What follows belongs to an exercise in optimizing a design on an open flow for small area and a short achievable clock period; a production flow would make more cautious choices. Only simulation tests tie the RTL to the original design; equivalence was not proved. Power is estimated from default activity; no workload was simulated.

`flow/constraint.sdc`:
```
create_clock -name core_clock -period 4.0 [get_ports {clk}]
set_input_delay 0.8000 -clock core_clock [delete_from_list [all_inputs] [get_ports {clk}]]
set_output_delay 0.8000 -clock core_clock [all_outputs]
set_load 0.01 [all_outputs]
```
`flow/config.mk`:
```
export PLATFORM = sky130hd
export DESIGN_NAME = sync_fifo
export DESIGN_NICKNAME = sync_fifo
export VERILOG_FILES = /design/flow/design.v
export SDC_FILE = /design/flow/constraint.sdc
export NUM_CORES = 4
export LEC_CHECK = 0
export CAP_MARGIN = 20
export CORE_MARGIN = 2
export CORE_UTILIZATION = 50
export CTS_CLUSTER_DIAMETER = 100
export CTS_CLUSTER_SIZE = 25
export SETUP_SLACK_MARGIN = 1.8
export SLEW_MARGIN = 20
export SYNTH_HIERARCHICAL = 1
export SYNTH_MINIMUM_KEEP_SIZE = 0
```
`flow/design.v`:
```
module rd_ao222n (
    input  wire a1, a2, b1, b2, c1, c2,
    output wire y
);
    assign y = ~((a1 & a2) | (b1 & b2) | (c1 & c2));
endmodule
module rd_nand2 (
    input  wire a, b,
    output wire y
);
    assign y = ~(a & b);
endmodule
module rd_nand3 (
    input  wire a, b, c,
    output wire y
);
    assign y = ~(a & b & c);
endmodule
module rd_nand4 (
    input  wire a, b, c, d,
    output wire y
);
    assign y = ~(a & b & c & d);
endmodule
module rd_nor3 (
    input  wire a, b, c,
    output wire y
);
    assign y = ~(a | b | c);
endmodule
module rd_nor31 (
    input  wire [30:0] sel,
    input  wire [30:0] d,
    output wire        y
);
    wire [10:0] t;
    wire [2:0]  u;
    genvar p;
    generate
        for (p = 0; p < 10; p = p + 1) begin : g_tri
            rd_ao222n u_ao (
                .a1(sel[3*p]),   .a2(d[3*p]),
                .b1(sel[3*p+1]), .b2(d[3*p+1]),
                .c1(sel[3*p+2]), .c2(d[3*p+2]),
                .y (t[p])
            );
        end
    endgenerate
    rd_nand2 u_last (.a(sel[30]), .b(d[30]), .y(t[10]));
    rd_nand4 u_n0 (.a(t[0]), .b(t[1]), .c(t[2]), .d(t[3]), .y(u[0]));
    rd_nand4 u_n1 (.a(t[4]), .b(t[5]), .c(t[6]), .d(t[7]), .y(u[1]));
    rd_nand3 u_n2 (.a(t[8]), .b(t[9]), .c(t[10]), .y(u[2]));
    rd_nor3 u_y (.a(u[0]), .b(u[1]), .c(u[2]), .y(y));
endmodule
module fifo_mem #(
    parameter int DWIDTH = 32,
    parameter int NROWS  = 31
) (   
    input  wire              clk,
    input  wire [NROWS-1:0]  wsel, rsel,
    input  wire [DWIDTH-1:0] wdata,
    output wire [DWIDTH-1:0] rdata_n
);  
    reg [DWIDTH-1:0] mem[NROWS];
    genvar i, j;
    generate
        for (i = 0; i < NROWS; i = i + 1) begin : g_row
            always @(posedge clk) begin
                if (wsel[i]) mem[i] <= wdata;
            end
        end
        for (j = 0; j < DWIDTH; j = j + 1) begin : g_bit
            wire [NROWS-1:0] col;
            for (i = 0; i < NROWS; i = i + 1) begin : g_col
                assign col[i] = mem[i][j];
            end
            rd_nor31 u_or (.sel(rsel), .d(col), .y(rdata_n[j]));
        end
    endgenerate
endmodule
module sync_fifo #(
    parameter DWIDTH = 32,
    parameter AWIDTH = 5
) (
    input  wire              clk, rstn,
    input  wire              wren, rden,
    input  wire [DWIDTH-1:0] din,
    output wire [DWIDTH-1:0] dout,
    output wire              full,
    output wire              empty
);   
    localparam DEPTH = 1 << AWIDTH;
    localparam NROWS = DEPTH - 1;
    localparam JW = DEPTH / 2;
    reg [AWIDTH:0]   cnt;         
    reg              empty_q;     
    reg              one_q;       
    reg              full_q;      
    reg [AWIDTH-1:0] wptr;        
    reg [JW-1:0]     rptr;        
    reg [DWIDTH-1:0] head;        
    assign empty = empty_q;
    assign full  = full_q;
    assign dout  = head;
    wire do_wr = wren & ~full_q;
    wire do_rd = rden & ~empty_q;
    wire load_din = empty_q | (one_q & rden);
    wire load_buf = rden & ~empty_q & ~one_q;
    wire hold = ~load_din & ~load_buf;
    wire wr_buf = do_wr & ~load_din;
    function automatic [AWIDTH-1:0] lfsr_next(input [AWIDTH-1:0] p);
        lfsr_next = {p[AWIDTH-2:0], p[4] ^ p[2]};
    endfunction
    function automatic [JW-1:0] john_next(input [JW-1:0] p);
        john_next = {p[JW-2:0], ~(p[JW-1] & p[JW-2])};
    endfunction
    reg [NROWS-1:0] wsel, rsel;
    always @(*) begin
        reg [AWIDTH-1:0] ws;
        ws = 1;
        for (int k = 0; k < NROWS; k = k + 1) begin
            wsel[k] = ~full_q & (wptr == ws);
            ws = lfsr_next(ws);
        end
        for (int k = 0; k < NROWS; k = k + 1) begin
            if (k == 0)
                rsel[k] = rptr[0] & ~rptr[1];
            else if (k < JW - 1)
                rsel[k] = rptr[k] & ~rptr[k+1];
            else if (k == JW - 1)
                rsel[k] = rptr[JW-1] & rptr[0];
            else
                rsel[k] = ~rptr[k-JW] & rptr[k-JW+1];
        end
    end
    wire [DWIDTH-1:0] buf_rdata_n;   
    fifo_mem #(
        .DWIDTH(DWIDTH),
        .NROWS (NROWS)
    ) u_fifomem (
        .clk  (clk),
        .wsel (wsel),
        .rsel (rsel),
        .wdata(din),
        .rdata_n(buf_rdata_n)
    );
    always @(posedge clk) begin
        head <= (din & {DWIDTH{load_din}}) | (~buf_rdata_n & {DWIDTH{load_buf}})
              | (head & {DWIDTH{hold}});
    end
    wire inc = do_wr & ~do_rd;
    wire dec = do_rd & ~do_wr;
    wire [AWIDTH:0] cnt_up = cnt + 1'b1;
    wire [AWIDTH:0] cnt_dn = cnt - 1'b1;
    always @(posedge clk or negedge rstn) begin
        if (~rstn) begin
            cnt     <= 0;
            empty_q <= 1'b1;
            one_q   <= 1'b0;
            full_q  <= 1'b0;
            wptr    <= 1;
            rptr    <= 1;
        end else begin
            if (inc) begin
                cnt     <= cnt_up;
                empty_q <= 1'b0;
                one_q   <= empty_q;
                full_q  <= cnt == DEPTH - 1;
            end else if (dec) begin
                cnt     <= cnt_dn;
                empty_q <= one_q;
                one_q   <= cnt == 2;
                full_q  <= 1'b0;
            end
            if (wr_buf) wptr <= lfsr_next(wptr);
            if (load_buf) rptr <= john_next(rptr);
        end
    end
endmodule
```
`flow/run.sh`:
```
#!/bin/bash
# synth_recipe.tcl (not shown) runs the flow's synth.tcl, then flattens the netlist and writes it again
# the make line also repeats each setting of config.mk as NAME=value (left out here)
make -C /OpenROAD-flow-scripts/flow DESIGN_CONFIG=/design/flow/config.mk WORK_HOME=/design/flow/orfs CLKGATE_MAP_FILE= SYNTH_SCRIPT=/design/flow/synth_recipe.tcl finish
```
==> results of run 1 <==
==> area by class of cell <==
cell class,count,area (µm²)
timing repair buffer,308,3120
inverter,2,15.0
tap,969,1210
clock inverter,4,75.1
clock buffer,85,1340
multi-input combinational,782,6730
antenna,1,2.50
sequential,1054,31200
fill,5401,30400
==> synthesized netlist by cell type, types with 2 or more instances <==
cell,n,area (µm²)
sky130_fd_sc_hd__mux2_4,8,120
sky130_fd_sc_hd__edfxtp_1,992,29800
sky130_fd_sc_hd__nand2_1,49,184
sky130_fd_sc_hd__xnor2_1,2,17.5
sky130_fd_sc_hd__a22oi_1,32,240
sky130_fd_sc_hd__o211ai_1,2,15.0
sky130_fd_sc_hd__inv_1,2,7.51
sky130_fd_sc_hd__clkbuf_1,17,63.8
sky130_fd_sc_hd__a222oi_1,320,3200
sky130_fd_sc_hd__xor2_1,2,17.5
sky130_fd_sc_hd__nor2b_1,35,219
sky130_fd_sc_hd__nand2b_1,4,25.0
sky130_fd_sc_hd__mux2_2,12,135
sky130_fd_sc_hd__a21oi_1,37,185
sky130_fd_sc_hd__buf_6,2,22.5
sky130_fd_sc_hd__a21o_1,2,15.0
sky130_fd_sc_hd__nor3_1,2,10.0
sky130_fd_sc_hd__o21ai_0,38,190
sky130_fd_sc_hd__dfxtp_1,32,641
sky130_fd_sc_hd__dfstp_2,3,78.8
sky130_fd_sc_hd__buf_2,4,20.0
sky130_fd_sc_hd__nand3_1,35,175
sky130_fd_sc_hd__nand4_1,65,407
sky130_fd_sc_hd__nor2_1,69,259
sky130_fd_sc_hd__nor3_2,32,320
sky130_fd_sc_hd__dfrtp_1,27,676
sky130_fd_sc_hd__ha_1,5,62.6
==> worst max-delay path: cells and delay by family, from the launching register on <==
family                 cells  cell delay, ns
and+or+nand+nor            4            1.07
AOI/OAI and AO/OA          3            0.64
DFF                        1            0.44
buffers and inverters      1            0.16
==> where the power goes <==
| group | switching (mW) | internal [mW] |
|---|---|---|
| Clock | 3.32 | 2.33 |
| Sequential | 0.542 | 13.3 |
| Combinational | 6.65 | 3.90 |
==> through the flow <==
stage          cells  utilization  worst slack [ns]  instance area [µm²]  hold WS, ns
2_1_floorplan   1845            -              1.35                37400        0.465
3_3_place_gp    2944        0.543             0.945                40200        0.458
3_5_place_dp    2945        0.543             0.931                40200        0.464
4_1_cts         3182        0.587              1.56                43500        0.488
5_1_grt         3204        0.590              1.52                43700        0.525
6_report        3205        0.590              1.55                43700        0.483
==> per-layer routing <==
| layer | vias to the layer above | track usage | part of all wire |
|---|---|---|---|
| met4 | 2 | 0.103 | 0.038 |
| met1 | 11462 | 0.392 | 0.38 |
| met5 | - | 0 | 0.00012 |
| met2 | 1390 | 0.457 | 0.47 |
| met3 | 211 | 0.0530 | 0.11 |
| li1 | 8991 | - | - |
==> timing repair <==
item | in CTS | in global routing
cloned | 23 | 1
buffers inserted | 125 | 21
pin swaps | 172 | 113
gates resized for setup | 160 | 42
endpoints found under the setup margin | 658 | 207
==> state kept, by name (all words and copies together) (netlist names) <==
name,count
u_fifomem.mem,992
head,32
wptr,5
rptr,16
empty_q,1
cnt,6
full_q,1
one_q,1
==> worst paths after layout <==
kind                             to  slack, ns  cells after the start
max                        head[16]       1.55                      8
min                        head[19]       0.48                      2
max reg2reg                head[16]       1.55                      8
min reg2reg                head[19]       0.48                      2
max in group asynchronous  rptr[12]       3.12                      2
min in group asynchronous    cnt[1]       0.54                      2
==> modules after synthesis (local to each module, per instance), excerpt <==
module / cell area, µm² / copies in the design
sync_fifo: 3260 / 1
rd_ao222n: 10.0 / 320
rd_nand2: 3.75 / 32
rd_nor3: 10.0 / 32
rd_nand4: 6.26 / 64
rd_nand3: 5.00 / 32
==> cells by family after synthesis <==
family,count (synthesis)
DFF,1054
AOI/OAI and AO/OA,437
and+or+nand+nor,298
buffers and inverters,26
muxes,20
adders and majority gates,6
xor gates and xnor gates,4
==> summary.txt, run 1 <==
| Metric | Value |
|:---|:---|
| DRC violation total after the first TritonRoute iteration | 4270 |
| Largest stage delay on the critical path | 0.52 ns |
| Post-synthesis net count | 1887 |
| IR Drop Worst-Case VDD | 0.399 mV |
| Area delta synth->final | 17.3% |
| Final Cycle Share | 0.612 |
| Setup repair after global routing missed its margin | true |
| Std-Cell Core Area | 0.0741 mm² |
| Register area share after synthesis | 0.837 |
| Post-synthesis share of cell area spent on and, or, nand and nor gates | 0.0446 |
| Power consumption | 30.1 mW |
| Clock period minus worst slack | 2.45 ns |
| Count of standard-cell rows | 100 |
| Overall die height | 277 µm |
| Xor/xnor cell area share of the yosys netlist | 0.000941 |
| Actual transition at the worst max-transition pin | 1.10 ns |
| Count of pins over their slew limit | 0 |
| Data arrival time of the critical path | 2.96 ns |
| Number of placed I/O pins | 70 |
| Element type at the critical path start | flop |
| Most common cell after layout, fill and taps aside | sky130_fd_sc_hd__edfxtp_1 |
| Die Area | 0.0767 mm² |
| CP Cell Sequence | nor2b_4, buf_12, a222oi_1, nand4_1, nor3_2, nor2_1, a21oi_1, o21ai_1 |
| Via count normalized by instance count | 6.88 |
| Gp weighted congestion | 0.774 |
| GRT Util Overall | 0.284 |
| Mapped cell area | 0.0372 mm² |
| Number of global-route vias before repair | 21256 |
| Proportion of register bits with asynchronous set or reset after synthesis | 0.0285 |
| Number of remaining DRC errors | 0 |
| Count of different cell masters after synthesis | 42 |
| Main flop type after synthesis | sky130_fd_sc_hd__edfxtp_1 |
| Largest net degree at the start of global routing | 36 |
| Master cell of the clock root buffer | sky130_fd_sc_hd__clkbuf_16 |
| Post-detailed-placement half-perimeter wirelength | 55600 µm |
| Cts hold-fix bufs | 0 |
| Maximum clock insertion buffer count | 3 |
| Routed wire length | 112000 µm |
| Adder and majority cell fraction of the synthesized area | 0.00222 |
| Insertion delay to the later sink of the worst-skew pair | 0.65 ns |
| Leading cell types in the layout, fill and taps excluded | sky130_fd_sc_hd__edfxtp_1 (992), sky130_fd_sc_hd__a222oi_1 (320), sky130_fd_sc_hd__buf_4 (148) |
| Router iterations before antenna repair | 9 |
| Crit path max fanout | 6 |
| Multiplexer area fraction after synthesis | 0.00685 |
| Max stage delay cell, worst path | sky130_fd_sc_hd__nand4_1 |
| Vias post-DR | 22056 |
| Slew margin rel. | 0.266 |
| Number of buffers inserted during clock tree synthesis | 48 |
| # setup viols final | 0 |
| Power Density | 688 mW/mm² |
| CTS tree | built |
| Post-Synthesis Cells | 1845 |
| Worst Hold Class | reg -> reg |
| Total number of clock tree sinks | 1054 |
| Beginning of the worst register-to-register path | rptr[3] |
| Post-Synthesis Mean Instance Area | 20.2 µm² |
| Overflow left after global routing | 0 |
| IO buf count | 69 |
| Wire length of the first global-routing pass | 155000 µm |
| Routed WL per cell | 34.8 µm |
| Initial core utilization | 0.503 |
| Number of nets at the end of the flow | 2238 |
| Result of the run | complete, no violations |
| Yosys synthesis warning count | 9 |
| Clock edge transition at the registers on the reported setup and hold paths | 0.10 ns |
| Clock H-tree levels | 2 |
| Fmax | 0.408 GHz |
| Leakage power of the design | 14.0 nW |
| Die extent in x | 277 µm |
| Antenna violations before repair | 3 |
| Max-cap violations | 0 |
| Setup Crit Path Kind | reg -> reg |
| Proportion of layout cells with a drive suffix above 1 | 0.223 |
| Worst EP required | 4.51 ns |
| Largest family of logic cells by synthesized area | compound AO/OA/AOI/OAI gates |
| Number of hold violations in the final report | 0 |
| Number of enable flip-flop cells after synthesis | 992 |
| Count of antenna-violating nets left after detailed routing | 0 |
| Synthesis-stage register bit count | 1054 |
| Final TNS setup | 0 ns |
| Fraction of the mapped netlist area in compound gates | 0.105 |
| Fin Clk Skew | 0.0226 ns |
| Start point of the worst hold path | head[19] |
| Sort of element at the end of the critical path | flop |
| Crit. Startpoint | rptr[3] |
==> inputs of run 2 (changes only) <==
--- a/flow/config.mk
+++ b/flow/config.mk
@@ -10,7 +10,7 @@
 export CORE_UTILIZATION = 50
 export CTS_CLUSTER_DIAMETER = 100
 export CTS_CLUSTER_SIZE = 25
-export SETUP_SLACK_MARGIN = 1.8
+export SETUP_SLACK_MARGIN = 1.95
 export SLEW_MARGIN = 20
 export SYNTH_HIERARCHICAL = 1
 export SYNTH_MINIMUM_KEEP_SIZE = 0
==> run 2 against run 1 <==
Effect of this change: sequential share of layout area decreased by 0.53 points; setup slack got worse by 0.0063 ns; via count decreased by 0.45%; fmax decreased by 0.26%; clock power increased by 1%; area after synthesis unchanged; clock skew increased by 0.00075 ns; count of clock-buffer cells in the layout increased by 2; core utilization increased by 0.50 points; cell count about the same; flip-flop and latch count unchanged.
==> summary.txt, run 2 <==
| Metric | Value | vs previous |
|:---|:---|:---|
| Result of the run | complete, no violations | unchanged |
| Register area share after synthesis | 0.837 | unchanged |
| CTS tree | built | unchanged |
| Proportion of layout cells with a drive suffix above 1 | 0.252 | was 0.223 |
| Cell taking the most area after synthesis | sky130_fd_sc_hd__edfxtp_1 | unchanged |
| Mapped cell area | 0.0372 mm² | unchanged |
| Fin Clk Skew | 0.0234 ns | was 0.0226 ns |
| Count of pins over their slew limit | 0 | unchanged |
| Slew margin rel. | 0.230 | was 0.266 |
| Most common cell after layout, fill and taps aside | sky130_fd_sc_hd__edfxtp_1 | unchanged |
| Worst path top cell family by delay | simple AND/OR/NAND/NOR gates | unchanged |
| # setup viols final | 0 | unchanged |
| Sort of element at the end of the critical path | flop | unchanged |
| Worst EP required | 4.51 ns | about the same |
| Post-Synthesis Cells | 1845 | unchanged |
| Number of enable flip-flop cells after synthesis | 992 | unchanged |
| Fraction of synthesized cell area taken by the top area cell type | 0.800 | unchanged |
| Setup Crit Path Kind | reg -> reg | unchanged |
| Clock edge transition at the registers on the reported setup and hold paths | 0.11 ns | was 0.10 ns |
| Max stage delay cell, worst path | sky130_fd_sc_hd__nand4_1 | unchanged |
| Power Density | 698 mW/mm² | was 688 mW/mm² |
| Routed wire length | 112000 µm | about the same |
| Setup repair after global routing missed its margin | true | unchanged |
| Std-Cell Core Area | 0.0741 mm² | unchanged |
| Count of antenna-violating nets left after detailed routing | 0 | unchanged |
| GRT Util Overall | 0.287 | was 0.284 |
| Clock H-tree levels | 2 | unchanged |
| Routed WL per cell | 34.9 µm | was 34.8 µm |
| Post-synthesis net count | 1887 | unchanged |
| Total number of clock tree sinks | 1054 | unchanged |
| Data arrival time of the critical path | 2.96 ns | about the same |
| Die Area | 0.0767 mm² | unchanged |
| IR Drop Worst-Case VDD | 0.402 mV | was 0.399 mV |
| Area delta synth->final | 18.3% | was 17.3% |
| Proportion of register bits with asynchronous set or reset after synthesis | 0.0285 | unchanged |
| Final TNS setup | 0 ns | unchanged |
| Library cell with the highest instance count after synthesis | sky130_fd_sc_hd__edfxtp_1 | unchanged |
| Max-cap violations | 0 | unchanged |
| Count of standard-cell rows | 100 | unchanged |
| Finished Layout Cells | 3207 | was 3205 |
| WP buf/inv | 2 | was 1 |
| Antenna violations before repair | 1 | was 3 |
| Main flop type after synthesis | sky130_fd_sc_hd__edfxtp_1 | unchanged |
| Wire length of the first global-routing pass | 156000 µm | was 155000 µm |
| Gp weighted congestion | 0.808 | was 0.774 |
| Fill cell total of the finished layout | 5367 | was 5401 |
| Crit path max fanout | 8 | was 6 |
| Number of placed I/O pins | 70 | unchanged |
| Die extent in x | 277 µm | unchanged |
| Insertion delay to the later sink of the worst-skew pair | 0.65 ns | about the same |
| Overflow left after global routing | 0 | unchanged |
| Number of remaining DRC errors | 0 | unchanged |
| Area of the multi-input gates | 0.00668 mm² | was 0.00673 mm² |
| Element type at the critical path start | flop | unchanged |
| Synthesis-stage register bit count | 1054 | unchanged |
| Area contributors post-synth | sky130_fd_sc_hd__edfxtp_1 (80%), sky130_fd_sc_hd__a222oi_1 (8.6%), sky130_fd_sc_hd__dfrtp_1 (1.8%) | unchanged |
| Clock period minus worst slack | 2.46 ns | was 2.45 ns |
| Fmax | 0.407 GHz | was 0.408 GHz |
| Registers with the most flip-flops | u_fifomem.mem x992, head x32, rptr x16 | unchanged |
| Post-Synthesis Mean Instance Area | 20.2 µm² | unchanged |
| Area taken by flip-flops and latches | 0.0312 mm² | about the same |
| Master cell of the clock root buffer | sky130_fd_sc_hd__clkbuf_16 | unchanged |
| Via count normalized by instance count | 6.85 | was 6.88 |
| Overall die height | 277 µm | unchanged |
| IO buf count | 69 | unchanged |
| Leakage power of the design | 14.0 nW | about the same |
| Largest register by flop count | u_fifomem.mem | unchanged |
| Vias post-DR | 21956 | was 22056 |
| Number of hold violations in the final report | 0 | unchanged |
| Post-detailed-placement half-perimeter wirelength | 55700 µm | was 55600 µm |
| Final Cycle Share | 0.614 | was 0.612 |
| Leading cell types in the layout, fill and taps excluded | sky130_fd_sc_hd__edfxtp_1 (992), sky130_fd_sc_hd__a222oi_1 (320), sky130_fd_sc_hd__buf_4 (132) | was sky130_fd_sc_hd__edfxtp_1 (992), sky130_fd_sc_hd__a222oi_1 (320), sky130_fd_sc_hd__buf_4 (148) |
| Number of buffers inserted during clock tree synthesis | 48 | unchanged |
| DRC violation total after the first TritonRoute iteration | 4342 | was 4270 |
| Worst Hold Class | reg -> reg | unchanged |
| Maximum clock insertion buffer count | 3 | unchanged |
| Largest net degree at the start of global routing | 36 | unchanged |
| Initial core utilization | 0.503 | unchanged |
| Yosys synthesis warning count | 9 | unchanged |
| CP Cell Sequence | nor2b_4, buf_12, buf_16, a222oi_1, nand4_1, nor3_2, nor2_1, a21oi_1, o21ai_0 | was nor2b_4, buf_12, a222oi_1, nand4_1, nor3_2, nor2_1, a21oi_1, o21ai_1 |
| Count of different cell masters after synthesis | 42 | unchanged |
| Largest stage delay on the critical path | 0.49 ns | was 0.52 ns |
| Router iterations before antenna repair | 7 | was 9 |
| Number of global-route vias before repair | 21326 | was 21256 |
| Actual transition at the worst max-transition pin | 1.15 ns | was 1.10 ns |
| Number of nets at the end of the flow | 2240 | was 2238 |
| Total instance count after detailed placement | 2946 | was 2945 |
| Largest register FFs | 992 | unchanged |
| Top cells by count, synth | sky130_fd_sc_hd__edfxtp_1 (992), sky130_fd_sc_hd__a222oi_1 (320), sky130_fd_sc_hd__nor2_1 (69), sky130_fd_sc_hd__nand4_1 (65), sky130_fd_sc_hd__nand2_1 (49) | unchanged |
## run 2: cell counts after synthesis
No cell type changed its count.
## run 2: per-module statistics from Yosys, one instance, submodules excluded, excerpt
module | cells | area [µm²]
rd_nand2 | 1 | 3.75
rd_nand3 | 1 | 5.00
rd_nand4 | 1 | 6.26
sync_fifo | 373 | 3260
rd_ao222n | 1 | 10.0
rd_nor3 | 1 | 10.0
## run 2: kinds of logic (layout without fill, tap and decap cells)
group | Yosys count | count (layout) | synth area share
AO/OA/AOI/OAI | 437 | 437 | 0.105
XOR/XNOR | 4 | 4 | 0.000941
adder cells (fa/ha/maj) | 6 | 6 | 0.00222
buffers and inverters | 26 | 407 | 0.00359
flip-flops | 1054 | 1054 | 0.837
multiplexers | 20 | 20 | 0.00685
other | 0 | 1 | 0
AND/OR/NAND/NOR | 298 | 309 | 0.0446
## run 2: worst reg2reg max path: stages (launching register included)
cell and delay, ns:
sky130_fd_sc_hd__dfrtp_2 0.44, sky130_fd_sc_hd__nor2b_4 0.18, sky130_fd_sc_hd__buf_12 0.15, sky130_fd_sc_hd__buf_16 0.15, sky130_fd_sc_hd__a222oi_1 0.39, sky130_fd_sc_hd__nand4_1 0.49
sky130_fd_sc_hd__nor3_2 0.26, sky130_fd_sc_hd__nor2_1 0.07, sky130_fd_sc_hd__a21oi_1 0.13, sky130_fd_sc_hd__o21ai_0 0.08
## run 2: power by group
group | internal (mW) | leakage (nW) | switching (mW)
registers | 13.3 | 9.54 | 0.539
logic | 4.32 | 3.80 | 6.85
clock network | 2.40 | 0.678 | 3.31
total | 20.1 | 14.0 | 10.7
## run 2: layout make-up
class,count,share of cell area
multi-input combinational,776,0.152
clock buffer,87,0.0315
timing repair buffer,316,0.0791
antenna,1,0.0000568
tap,969,0.0275
clock inverter,2,0.00105
inverter,2,0.000341
sequential,1054,0.709
## run 2: through the flow
stage                      util  area, µm²  hold WS, ns  power [mW]  setup slack, ns
after floorplan               -      37600        0.464        18.4             1.74
after global placement    0.544      40300        0.459        22.5             1.04
after CTS                 0.594      44000        0.492        30.4             1.63
final                     0.595      44100        0.485        30.8             1.54
after global routing      0.595      44100        0.518        31.7             1.45
after detailed placement  0.544      40300        0.468        22.6             1.01
## run 2: path summary, 6_finish.rpt
| kind | end | slack, ns | cells after the start | from |
|---|---|---|---|---|
| min in group asynchronous | full_q | 0.55 | 2 | rstn |
| hold / removal | head[5] | 0.49 | 2 | head[5] |
| setup reg to reg | head[13] | 1.54 | 9 | rptr[12] |
| setup / recovery | head[13] | 1.54 | 9 | rptr[12] |
| hold reg to reg | head[5] | 0.49 | 2 | head[5] |
| max in group asynchronous | wptr[0] | 3.11 | 2 | rstn |
## run 2: timing repair
action                      CTS  global route
pin swaps                   214            94
buffers inserted            135            10
cloned                       25             1
resized for setup           304            52
setup endpoints to repair  1031           610
hold buffers                  0             0
## run 2: layer usage
| layer | vias to the layer above | GRT usage | routed length [µm] |
|---|---|---|---|
| li1 | 8987 | - | - |
| met1 | 11432 | 0.394 | 41700 |
| met2 | 1338 | 0.460 | 53800 |
| met3 | 199 | 0.0573 | 12300 |
| met4 | 0 | 0.105 | 3940 |
| met5 | - | 0 | 0 |
==> inputs of run 3 (changes only) <==
--- a/flow/design.v
+++ b/flow/design.v
@@ -99,9 +99,8 @@
     reg [AWIDTH-1:0] wptr;        
     reg [JW-1:0]     rptr;        
     reg [DWIDTH-1:0] head;        
-    assign empty = empty_q;
-    assign full  = full_q;
-    assign dout  = head;
+    wire empty_nxt, one_nxt, full_nxt;
+    wire [DWIDTH-1:0] head_nxt;
     wire do_wr = wren & ~full_q;
     wire do_rd = rden & ~empty_q;
     wire load_din = empty_q | (one_q & rden);
@@ -144,14 +143,28 @@
         .wdata(din),
         .rdata_n(buf_rdata_n)
     );
+    assign head_nxt = (din & {DWIDTH{load_din}}) | (~buf_rdata_n & {DWIDTH{load_buf}})
+                    | (head & {DWIDTH{hold}});
     always @(posedge clk) begin
-        head <= (din & {DWIDTH{load_din}}) | (~buf_rdata_n & {DWIDTH{load_buf}})
-              | (head & {DWIDTH{hold}});
-    end
+        head <= head_nxt;
+    end
+    fifo_dreg #(.W(DWIDTH)) u_dout (.clk(clk), .d(head_nxt), .q(dout));
+    fifo_areg #(.RV(1'b1)) u_empty (.clk(clk), .rstn(rstn), .d(empty_nxt), .q(empty));
+    fifo_areg #(.RV(1'b0)) u_full (.clk(clk), .rstn(rstn), .d(full_nxt), .q(full));
     wire inc = do_wr & ~do_rd;
     wire dec = do_rd & ~do_wr;
-    wire [AWIDTH:0] cnt_up = cnt + 1'b1;
-    wire [AWIDTH:0] cnt_dn = cnt - 1'b1;
+    wire [AWIDTH:0] cnt_up, cnt_dn;
+    wire cnt_is31, cnt_is2;
+    fifo_cnt_step u_step (
+        .c   (cnt),
+        .up  (cnt_up),
+        .dn  (cnt_dn),
+        .is31(cnt_is31),
+        .is2 (cnt_is2)
+    );
+    assign empty_nxt = inc ? 1'b0 : dec ? one_q : empty_q;
+    assign one_nxt   = inc ? empty_q : dec ? cnt_is2 : one_q;
+    assign full_nxt  = inc ? cnt_is31 : dec ? 1'b0 : full_q;
     always @(posedge clk or negedge rstn) begin
         if (~rstn) begin
             cnt     <= 0;
@@ -161,19 +174,44 @@
             wptr    <= 1;
             rptr    <= 1;
         end else begin
-            if (inc) begin
-                cnt     <= cnt_up;
-                empty_q <= 1'b0;
-                one_q   <= empty_q;
-                full_q  <= cnt == DEPTH - 1;
-            end else if (dec) begin
-                cnt     <= cnt_dn;
-                empty_q <= one_q;
-                one_q   <= cnt == 2;
-                full_q  <= 1'b0;
-            end
+            cnt     <= inc ? cnt_up : dec ? cnt_dn : cnt;
+            empty_q <= empty_nxt;
+            one_q   <= one_nxt;
+            full_q  <= full_nxt;
             if (wr_buf) wptr <= lfsr_next(wptr);
             if (load_buf) rptr <= john_next(rptr);
         end
     end
 endmodule
+module fifo_cnt_step (
+    input  wire [5:0] c,
+    output wire [5:0] up,
+    output wire [5:0] dn,
+    output wire       is31,
+    output wire       is2
+);
+    assign up   = c + 1'b1;
+    assign dn   = c - 1'b1;
+    assign is31 = c == 6'd31;
+    assign is2  = c == 6'd2;
+endmodule
+module fifo_areg #(
+    parameter bit RV = 1'b0
+) (
+    input  wire clk, rstn, d,
+    output reg  q
+);
+    always @(posedge clk or negedge rstn) begin
+        if (~rstn) q <= RV;
+        else q <= d;
+    end
+endmodule
+module fifo_dreg #(
+    parameter int W = 1
+) (
+    input  wire         clk,
+    input  wire [W-1:0] d,
+    output reg  [W-1:0] q
+);
+    always @(posedge clk) q <= d;
+endmodule
--- a/flow/config.mk
+++ b/flow/config.mk
@@ -10,7 +10,7 @@
 export CORE_UTILIZATION = 50
 export CTS_CLUSTER_DIAMETER = 100
 export CTS_CLUSTER_SIZE = 25
-export SETUP_SLACK_MARGIN = 1.95
+export SETUP_SLACK_MARGIN = 1.8
 export SLEW_MARGIN = 20
 export SYNTH_HIERARCHICAL = 1
 export SYNTH_MINIMUM_KEEP_SIZE = 0
==> run 3 against run 2 <==
Effect of this change: flip-flop and latch count increased by 34; global-route usage increased by 2.6 points; clock skew increased by 0.0025 ns; highest routed layer is now met5.
==> summary.txt, run 3 <==
| Metric | Value | vs previous |
|:---|:---|:---|
| # setup viols final | 0 | unchanged |
| Cts hold-fix bufs | 0 | unchanged |
| Setup repair after global routing missed its margin | true | unchanged |
| CTS tree | built | unchanged |
| Leakage power of the design | 14.5 nW | was 14.0 nW |
| Worst Hold Class | in -> async | was reg -> reg |
| Crit path max fanout | 10 | was 8 |
| Router iterations before antenna repair | 8 | was 7 |
| IR Drop Worst-Case VDD | 0.392 mV | was 0.402 mV |
| Fmax | 0.406 GHz | was 0.407 GHz |
| Cell taking the most area after synthesis | sky130_fd_sc_hd__edfxtp_1 | unchanged |
| Insertion delay to the later sink of the worst-skew pair | 0.67 ns | was 0.65 ns |
| Finished Layout Cells | 3279 | was 3207 |
| Largest net degree at the start of global routing | 35 | was 36 |
| Proportion of register bits with asynchronous set or reset after synthesis | 0.0294 | was 0.0285 |
| Maximum clock insertion buffer count | 3 | unchanged |
| Clock period minus worst slack | 2.46 ns | about the same |
| Number of buffers inserted during clock tree synthesis | 49 | was 48 |
| Number of hold violations in the final report | 0 | unchanged |
| Number of global-route vias before repair | 21691 | was 21326 |
| Overflow left after global routing | 0 | unchanged |
| Area contributors post-synth | sky130_fd_sc_hd__edfxtp_1 (79%), sky130_fd_sc_hd__a222oi_1 (8.5%), sky130_fd_sc_hd__dfxtp_1 (3.4%) | was sky130_fd_sc_hd__edfxtp_1 (80%), sky130_fd_sc_hd__a222oi_1 (8.6%), sky130_fd_sc_hd__dfrtp_1 (1.8%) |
| Post-synthesis net count | 1891 | was 1887 |
| Library cell with the highest instance count after synthesis | sky130_fd_sc_hd__edfxtp_1 | unchanged |
| Power share of the sequential group | 0.461 | was 0.451 |
| Worst EP required | 4.54 ns | was 4.51 ns |
| Post-Synthesis Cells | 1850 | was 1845 |
| Total instance count after detailed placement | 2942 | was 2946 |
| Number of nets at the end of the flow | 2308 | was 2240 |
| Sort of element at the end of the critical path | flop | unchanged |
| Setup Crit Path Kind | reg -> reg | unchanged |
| Count of different cell masters after synthesis | 35 | was 42 |
| Overall die height | 279 µm | was 277 µm |
| Master cell of the clock root buffer | sky130_fd_sc_hd__clkbuf_16 | unchanged |
| Most common cell after layout, fill and taps aside | sky130_fd_sc_hd__edfxtp_1 | unchanged |
| Number of placed I/O pins | 70 | unchanged |
| Count of antenna-violating nets left after detailed routing | 0 | unchanged |
| Largest register FFs | 992 | unchanged |
| Routed wire length | 128000 µm | was 112000 µm |
| Sw Pwr | 9.90 mW | was 10.7 mW |
| Number of remaining DRC errors | 0 | unchanged |
| Proportion of power drawn by combinational gates | 0.336 | was 0.363 |
| Power Density | 637 mW/mm² | was 698 mW/mm² |
| Antenna violations before repair | 3 | was 1 |
| Worst R2R Path Depth | 7 | was 9 |
| Vias post-DR | 23432 | was 21956 |
| Registers with the most flip-flops | u_fifomem.mem x992, head x32, u_dout.q x32 | was u_fifomem.mem x992, head x32, rptr x16 |
| GRT Util Overall | 0.313 | was 0.287 |
| Top cells by count, synth | sky130_fd_sc_hd__edfxtp_1 (992), sky130_fd_sc_hd__a222oi_1 (320), sky130_fd_sc_hd__nor2_1 (68), sky130_fd_sc_hd__dfxtp_1 (64), sky130_fd_sc_hd__nand4_1 (64) | was sky130_fd_sc_hd__edfxtp_1 (992), sky130_fd_sc_hd__a222oi_1 (320), sky130_fd_sc_hd__nor2_1 (69), sky130_fd_sc_hd__nand4_1 (65), sky130_fd_sc_hd__nand2_1 (49) |
| Final TNS setup | 0 ns | unchanged |
| Count of standard-cell rows | 100 | unchanged |
| Fraction of synthesized cell area taken by the top area cell type | 0.787 | was 0.800 |
| Worst slack after detailed placement | 1.39 ns | was 1.01 ns |
| Cell internal power dissipation | 18.8 mW | was 20.1 mW |
| Element type at the critical path start | flop | unchanged |
| Routed WL per cell | 38.9 µm | was 34.9 µm |
| Relative contribution of the clock network to total power | 0.203 | was 0.186 |
| Area delta synth->final | 19.2% | was 18.3% |
| Largest register by flop count | u_fifomem.mem | unchanged |
| Die extent in x | 279 µm | was 277 µm |
| Post-detailed-placement half-perimeter wirelength | 60400 µm | was 55700 µm |
| IO buf count | 69 | unchanged |
| Clock H-tree levels | 2 | unchanged |
| Die Area | 0.0779 mm² | was 0.0767 mm² |
| Max-cap violations | 0 | unchanged |
| Gp weighted congestion | 0.819 | was 0.808 |
| Wire length of the first global-routing pass | 168000 µm | was 156000 µm |
| Fin Clk Skew | 0.0259 ns | was 0.0234 ns |
| DRC violation total after the first TritonRoute iteration | 5296 | was 4342 |
| Count of pins over their slew limit | 0 | unchanged |
| Mapped cell area | 0.0379 mm² | was 0.0372 mm² |
| Proportion of layout cells with a drive suffix above 1 | 0.238 | was 0.252 |
| Slew margin rel. | 0.231 | was 0.230 |
| Fill cell total of the finished layout | 5272 | was 5367 |
| Total number of clock tree sinks | 1088 | was 1054 |
| Post-Synthesis Mean Instance Area | 20.5 µm² | was 20.2 µm² |
| Leading cell types in the layout, fill and taps excluded | sky130_fd_sc_hd__edfxtp_1 (992), sky130_fd_sc_hd__a222oi_1 (320), sky130_fd_sc_hd__buf_4 (176) | was sky130_fd_sc_hd__edfxtp_1 (992), sky130_fd_sc_hd__a222oi_1 (320), sky130_fd_sc_hd__buf_4 (132) |
| Actual transition at the worst max-transition pin | 1.15 ns | about the same |
| Via count normalized by instance count | 7.15 | was 6.85 |
| Synthesis-stage register bit count | 1088 | was 1054 |
| Std-Cell Core Area | 0.0747 mm² | was 0.0741 mm² |
| Result of the run | complete, no violations | unchanged |
| Switching power as a share of total power | 0.345 | was 0.348 |
| Yosys synthesis warning count | 12 | was 9 |
| Clock edge transition at the registers on the reported setup and hold paths | 0.10 ns | was 0.11 ns |
| Number of enable flip-flop cells after synthesis | 992 | unchanged |
| PnR worst setup slack | 1.54 ns | about the same |
| Initial core utilization | 0.507 | was 0.503 |
| Final Cycle Share | 0.616 | was 0.614 |
| Register area share after synthesis | 0.842 | was 0.837 |
| Main flop type after synthesis | sky130_fd_sc_hd__edfxtp_1 | unchanged |
| Data arrival time of the critical path | 3.01 ns | was 2.96 ns |
run 3: cell types whose count changed after synthesis, moves of 3 or more:
cell,delta
sky130_fd_sc_hd__clkbuf_1,-5
sky130_fd_sc_hd__mux2i_1,+8
sky130_fd_sc_hd__a22oi_1,-32
sky130_fd_sc_hd__dfxtp_1,+32
sky130_fd_sc_hd__inv_1,+3
sky130_fd_sc_hd__o22a_1,+32
sky130_fd_sc_hd__o21ai_0,-30
sky130_fd_sc_hd__a21oi_1,-5
run 3: logic make-up after synthesis:
| family | share of synthesized area |
|---|---|
| fa+ha+maj | 0.00165 |
| simple gates | 0.0441 |
| buf+inv | 0.00377 |
| mux | 0.00886 |
| xor+xnor | 0.00185 |
| compound gates | 0.0977 |
| flops | 0.842 |
run 3: worst paths after layout:
| kind | from | to | slack (ns) |
|---|---|---|---|
| hold reg to reg | wptr[3] | wptr[4] | 0.60 |
| setup / recovery | rptr[4] | u_dout.q[29] | 1.54 |
| setup reg to reg | rptr[4] | u_dout.q[29] | 1.54 |
| min in group core_clock | wptr[3] | wptr[4] | 0.60 |
| max in group asynchronous | rstn | rptr[13] | 3.09 |
| hold / removal | rstn | u_full.q | 0.25 |
run 3: final cells by class:
class                   instances  area, µm²  share of cell area
repair buffers                343       3610              0.0799
flip-flops and latches       1088      31900               0.708
well taps                     969       1210              0.0269
clock inverters                 5       57.6             0.00128
diodes                          2       5.00            0.000111
inverters                       5       18.8            0.000416
multi-input cells             780       6910               0.153
clock buffers                  87       1370              0.0303
run 3: power by group through the flow:
| stage | clock network (mW) | logic (mW) | registers, mW |
|---|---|---|---|
| after global routing | 6.23 | 9.73 | 13.3 |
| final | 5.84 | 9.65 | 13.2 |
| after global placement | 0 | 6.58 | 13.5 |
| after CTS | 5.84 | 8.77 | 13.2 |
| after detailed placement | 0 | 6.70 | 13.5 |
| after floorplan | 0 | 3.51 | 13.3 |
run 3: through the flow:
step	hold slack (ns)	total power [mW]	cell area (µm²)	util
6_report	0.251	28.7	45100	0.604
5_1_grt	0.302	29.2	45100	0.604
4_1_cts	0.257	27.8	44600	0.597
3_5_place_dp	0.536	20.2	40800	0.546
3_3_place_gp	0.522	20.0	40800	0.546
2_1_floorplan	0.465	16.8	37900	-
run 3: per-module statistics from Yosys, one instance, submodules excluded, excerpt:
module         cells inside  area (µm²)  times used
rd_nand3                  1        5.00          32
fifo_cnt_step            27         203           1
rd_nor3                   1        10.0          32
rd_nand4                  1        6.26          64
rd_ao222n                 1        10.0         320
sync_fifo               317        2970           1
rd_nand2                  1        3.75          32
run 3: layer usage:
metal  part of all wire  wire [µm]  global-route usage  up-vias
met1               0.36      46400               0.438    12120
met5            0.00013         17                   0        -
met2               0.44      56600               0.470     1904
met3               0.14      18500              0.0764      290
li1                   -          -                   -     9114
met4              0.048       6130               0.136        4
run 3: repair_timing:
item                                    4_1_cts  5_1_grt
gates cloned                                 41        9
buffers inserted                            158       35
pin swaps                                   176       87
resized for setup                           144       35
endpoints found under the setup margin      771      314
run 3: critical path, cell delays in order, from the launching register on:
cell and delay [ns]:
sky130_fd_sc_hd__dfrtp_4 0.50, sky130_fd_sc_hd__buf_4 0.15, sky130_fd_sc_hd__nor2b_4 0.09, sky130_fd_sc_hd__a222oi_1 0.63, sky130_fd_sc_hd__nand4_1 0.41, sky130_fd_sc_hd__nor3_2 0.25, sky130_fd_sc_hd__a21oi_1 0.10, sky130_fd_sc_hd__o22a_1 0.21
==> inputs of run 4 (changes only) <==
--- a/flow/config.mk
+++ b/flow/config.mk
@@ -7,10 +7,11 @@
 export LEC_CHECK = 0
 export CAP_MARGIN = 20
 export CORE_MARGIN = 2
-export CORE_UTILIZATION = 50
+export CORE_UTILIZATION = 55
 export CTS_CLUSTER_DIAMETER = 100
 export CTS_CLUSTER_SIZE = 25
-export SETUP_SLACK_MARGIN = 1.8
+export PLACE_DENSITY = 0.75
+export SETUP_SLACK_MARGIN = 1.9
 export SLEW_MARGIN = 20
 export SYNTH_HIERARCHICAL = 1
 export SYNTH_MINIMUM_KEEP_SIZE = 0
==> run 4 against run 3 <==
Effect of this change: core utilization increased by 4.7 points; still clean on timing, DRC and antenna; routed wire length decreased by 12%; setup slack improved by 0.12 ns; flip-flop and latch count unchanged.
==> summary.txt, run 4 <==
| Metric | Value | vs previous |
|:---|:---|:---|
| Routed WL per cell | 36.1 µm | was 38.9 µm |
| Gp weighted congestion | 0.844 | was 0.819 |
| Worst EP required | 4.51 ns | was 4.54 ns |
| Largest family of logic cells by synthesized area | compound AO/OA/AOI/OAI gates | unchanged |
| Worst slack after detailed placement | 1.33 ns | was 1.39 ns |
| Clock edge transition at the registers on the reported setup and hold paths | 0.10 ns | about the same |
| Actual transition at the worst max-transition pin | 1.12 ns | was 1.15 ns |
| Proportion of layout cells with a drive suffix above 1 | 0.218 | was 0.238 |
| Number of nets at the end of the flow | 2231 | was 2308 |
| Antenna violations before repair | 3 | unchanged |
| Master cell of the clock root buffer | sky130_fd_sc_hd__clkbuf_16 | unchanged |
| Finished Layout Cells | 3116 | was 3279 |
| Element type at the critical path start | flop | unchanged |
| Post-synthesis net count | 1891 | unchanged |
| Vias post-DR | 22700 | was 23432 |
| Number of placed I/O pins | 70 | unchanged |
| Yosys synthesis warning count | 12 | unchanged |
| Count of pins over their slew limit | 0 | unchanged |
| Largest register FFs | 992 | unchanged |
| Total number of clock tree sinks | 1088 | unchanged |
| Post-synthesis share of cell area spent on and, or, nand and nor gates | 0.0441 | unchanged |
| Layout Cell Area excl Fill | 0.0445 mm² | was 0.0451 mm² |
| Core occupancy in the finished layout | 0.651 | was 0.604 |
| Fill cell total of the finished layout | 4212 | was 5272 |
| Wire length of the first global-routing pass | 154000 µm | was 168000 µm |
| Busiest layer in global routing | met2 | unchanged |
| Register area share after synthesis | 0.842 | unchanged |
| Initial core utilization | 0.554 | was 0.507 |
| Die extent in x | 266 µm | was 279 µm |
| Post-detailed-placement half-perimeter wirelength | 57700 µm | was 60400 µm |
| Mapped cell area | 0.0379 mm² | unchanged |
| Std-Cell Core Area | 0.0683 mm² | was 0.0747 mm² |
| Fraction of synthesized cell area taken by the top area cell type | 0.787 | unchanged |
| Data arrival time of the critical path | 2.86 ns | was 3.01 ns |
| Die Area | 0.0709 mm² | was 0.0779 mm² |
| Largest register by flop count | u_fifomem.mem | unchanged |
| Fraction of the mapped netlist area in compound gates | 0.0977 | unchanged |
| Largest net degree at the start of global routing | 33 | was 35 |
| PnR worst setup slack | 1.65 ns | was 1.54 ns |
| Routed wire length | 112000 µm | was 128000 µm |
| Total instance count after detailed placement | 2848 | was 2942 |
| Final TNS setup | 0 ns | unchanged |
| Area of the multi-input gates | 0.00655 mm² | was 0.00691 mm² |
| Cell area after placement | 0.0407 mm² | was 0.0408 mm² |
| Number of enable flip-flop cells after synthesis | 992 | unchanged |
| Adder and majority cell fraction of the synthesized area | 0.00165 | unchanged |
| Count of different cell masters after synthesis | 35 | unchanged |
| Xor/xnor cell area share of the yosys netlist | 0.00185 | unchanged |
| Slew margin rel. | 0.249 | was 0.231 |
| Number of buffers inserted during clock tree synthesis | 50 | was 49 |
| Sort of element at the end of the critical path | flop | unchanged |
| Clock H-tree levels | 2 | unchanged |
| Leading cell types in the layout, fill and taps excluded | sky130_fd_sc_hd__edfxtp_1 (992), sky130_fd_sc_hd__a222oi_1 (320), sky130_fd_sc_hd__buf_4 (120) | was sky130_fd_sc_hd__edfxtp_1 (992), sky130_fd_sc_hd__a222oi_1 (320), sky130_fd_sc_hd__buf_4 (176) |
| Overall die height | 266 µm | was 279 µm |
| Number of remaining DRC errors | 0 | unchanged |
| Maximum clock insertion buffer count | 3 | unchanged |
| Cts hold-fix bufs | 0 | unchanged |
| Power consumption | 27.8 mW | was 28.7 mW |
| Leakage power of the design | 14.1 nW | was 14.5 nW |
| Most common cell after layout, fill and taps aside | sky130_fd_sc_hd__edfxtp_1 | unchanged |
| Proportion of register bits with asynchronous set or reset after synthesis | 0.0294 | unchanged |
| Insertion delay to the later sink of the worst-skew pair | 0.65 ns | was 0.67 ns |
| Post-Synthesis Mean Instance Area | 20.5 µm² | unchanged |
| Number of global-route vias before repair | 21773 | was 21691 |
| Global-route met1 utilization | 0.422 | was 0.438 |
| Registers with the most flip-flops | u_fifomem.mem x992, head x32, u_dout.q x32 | unchanged |
| Cell taking the most area after synthesis | sky130_fd_sc_hd__edfxtp_1 | unchanged |
| Result of the run | complete, no violations | unchanged |
| Count of standard-cell rows | 96 | was 100 |
| Area delta synth->final | 17.5% | was 19.2% |
| Crit path max fanout | 5 | was 10 |
| Count of antenna-violating nets left after detailed routing | 0 | unchanged |
| Library cell with the highest instance count after synthesis | sky130_fd_sc_hd__edfxtp_1 | unchanged |
| Area contributors post-synth | sky130_fd_sc_hd__edfxtp_1 (79%), sky130_fd_sc_hd__a222oi_1 (8.5%), sky130_fd_sc_hd__dfxtp_1 (3.4%) | unchanged |
| Area taken by flip-flops and latches | 0.0319 mm² | about the same |
| Fmax | 0.426 GHz | was 0.406 GHz |
| Worst Hold Class | in -> async | unchanged |
| Setup repair after global routing missed its margin | true | unchanged |
| Post-Synthesis Cells | 1850 | unchanged |
| DRC violation total after the first TritonRoute iteration | 5275 | was 5296 |
| Setup Crit Path Kind | reg -> reg | unchanged |
| CTS tree | built | unchanged |
| IR Drop Worst-Case VDD | 0.430 mV | was 0.392 mV |
| Overflow left after global routing | 0 | unchanged |
| Main flop type after synthesis | sky130_fd_sc_hd__edfxtp_1 | unchanged |
| Router iterations before antenna repair | 8 | unchanged |
| Via count normalized by instance count | 7.28 | was 7.15 |
| Top cells by count, synth | sky130_fd_sc_hd__edfxtp_1 (992), sky130_fd_sc_hd__a222oi_1 (320), sky130_fd_sc_hd__nor2_1 (68), sky130_fd_sc_hd__dfxtp_1 (64), sky130_fd_sc_hd__nand4_1 (64) | unchanged |
| # setup viols final | 0 | unchanged |
| GRT Util Overall | 0.309 | was 0.313 |
| Max-cap violations | 0 | unchanged |
| Number of hold violations in the final report | 0 | unchanged |
| Power Density | 625 mW/mm² | was 637 mW/mm² |
| Fin Clk Skew | 0.0224 ns | was 0.0259 ns |
| Post-Route Hold Slack | 0.552 ns | was 0.251 ns |
| Multiplexer area fraction after synthesis | 0.00886 | unchanged |
| Clock period minus worst slack | 2.35 ns | was 2.46 ns |
| Final Cycle Share | 0.587 | was 0.616 |
| Met3 track demand over resource in global routing | 0.0967 | was 0.0764 |
| Met2 usage | 0.459 | was 0.470 |
| Synthesis-stage register bit count | 1088 | unchanged |
| IO buf count | 69 | unchanged |
==> run 4: cell counts after synthesis <==
No cell type changed its count.
==> run 4: area by class of cell <==
type | count | share of cell area
antenna | 3 | 0.000169
multi-input combinational | 748 | 0.147
inverter | 5 | 0.000422
tap | 882 | 0.0248
clock buffer | 87 | 0.0313
timing repair buffer | 297 | 0.0766
clock inverter | 6 | 0.00186
sequential | 1088 | 0.718
==> run 4: layer usage <==
layer  vias to the layer above  part of all wire
met3                       347              0.16
met1                     11283              0.34
met4                         4             0.061
met5                         -           0.00023
li1                       8934                 -
met2                      2132              0.44
==> run 4: Yosys stat by module (local to each module, per instance), a selection <==
module	times used	cells inside	flip-flops and latches	cell area [µm²]
fifo_cnt_step	1	27	0	203
rd_nor3	32	1	0	10.0
rd_nand3	32	1	0	5.00
rd_nand2	32	1	0	3.75
sync_fifo	1	317	62	2970
rd_nand4	64	1	0	6.26
rd_ao222n	320	1	0	10.0
==> run 4: final timing paths <==
check | startpoint | to | slack, ns | cells past startpoint
setup / recovery | rptr[13] | u_dout.q[23] | 1.65 | 9
hold / removal | rstn | one_q | 0.55 | 2
setup reg to reg | rptr[13] | u_dout.q[23] | 1.65 | 9
hold reg to reg | cnt[5] | cnt[5] | 0.62 | 2
max in group asynchronous | rstn | u_empty.q | 3.10 | 2
min in group core_clock | cnt[5] | cnt[5] | 0.62 | 2
==> run 4: logic make-up (layout without fill, tap and decap cells) <==
kind of cell,Yosys count,in the layout
flops,1088,1088
compound gates,394,394
simple gates,299,313
mux,28,28
buf+inv,28,395
xor+xnor,8,8
fa+ha+maj,5,5
other cells,0,3
==> run 4: repair_timing <==
action	CTS	global route
resized for setup	158	52
buffers inserted	127	23
endpoints found under the setup margin	876	522
pin swaps	222	105
cloned	17	4
==> run 4: critical path, cell delays in order (launching register included) <==
cell	delay, ns
sky130_fd_sc_hd__dfrtp_4	0.47
sky130_fd_sc_hd__buf_6	0.11
sky130_fd_sc_hd__buf_6	0.09
sky130_fd_sc_hd__buf_4	0.14
sky130_fd_sc_hd__nor2b_4	0.09
sky130_fd_sc_hd__a222oi_1	0.51
sky130_fd_sc_hd__nand3_1	0.24
sky130_fd_sc_hd__nor3_4	0.27
sky130_fd_sc_hd__a21oi_2	0.08
sky130_fd_sc_hd__o22a_1	0.22
==> run 4: power breakdown <==
part / leakage (nW) / internal (mW) / total (mW) / switching [mW]
clock: 0.697 / 2.42 / 5.81 / 3.38
sequential: 9.80 / 12.8 / 13.2 / 0.372
combinational: 3.63 / 3.55 / 8.79 / 5.24
total: 14.1 / 18.8 / 27.8 / 9.00

[port drivers added, routing unchanged]
How much do the figures lean on ideal ports? The routed layouts below were timed once more, with nothing changed but the port constraints.
Step 1, drivers: a clkbuf_16 drives clk and a buf_2 each remaining input, both assumed.
Step 2 also shifts input and output timing later by t, the mid clock arrival at the registers, as if the neighbouring blocks saw the same clock.
Slacks: ideal ports / drivers / drivers and shift; pairs: ideal ports / drivers.
| run | t, ns | setup slack, ns | worst hold slack (ns) |
|---|---|---|---|
| run 1 | 0.702 | 1.550 / 1.550 / 1.172 | 0.483 / 0.483 / 0.483 |
| run 2 | 0.703 | 1.544 / 1.544 / 1.122 | 0.485 / 0.485 / 0.485 |
| run 3 | 0.719 | 1.536 / 1.536 / 1.323 | 0.251 / 0.239 / 0.597 |
| run 4 | 0.698 | 1.651 / 1.651 / 1.313 | 0.552 / 0.519 / 0.620 |
After both steps every run listed still meets setup and hold. For run 2, which loses most, drivers alone change the setup slack by 0.000 ns; drivers and shift together by -0.422 ns.
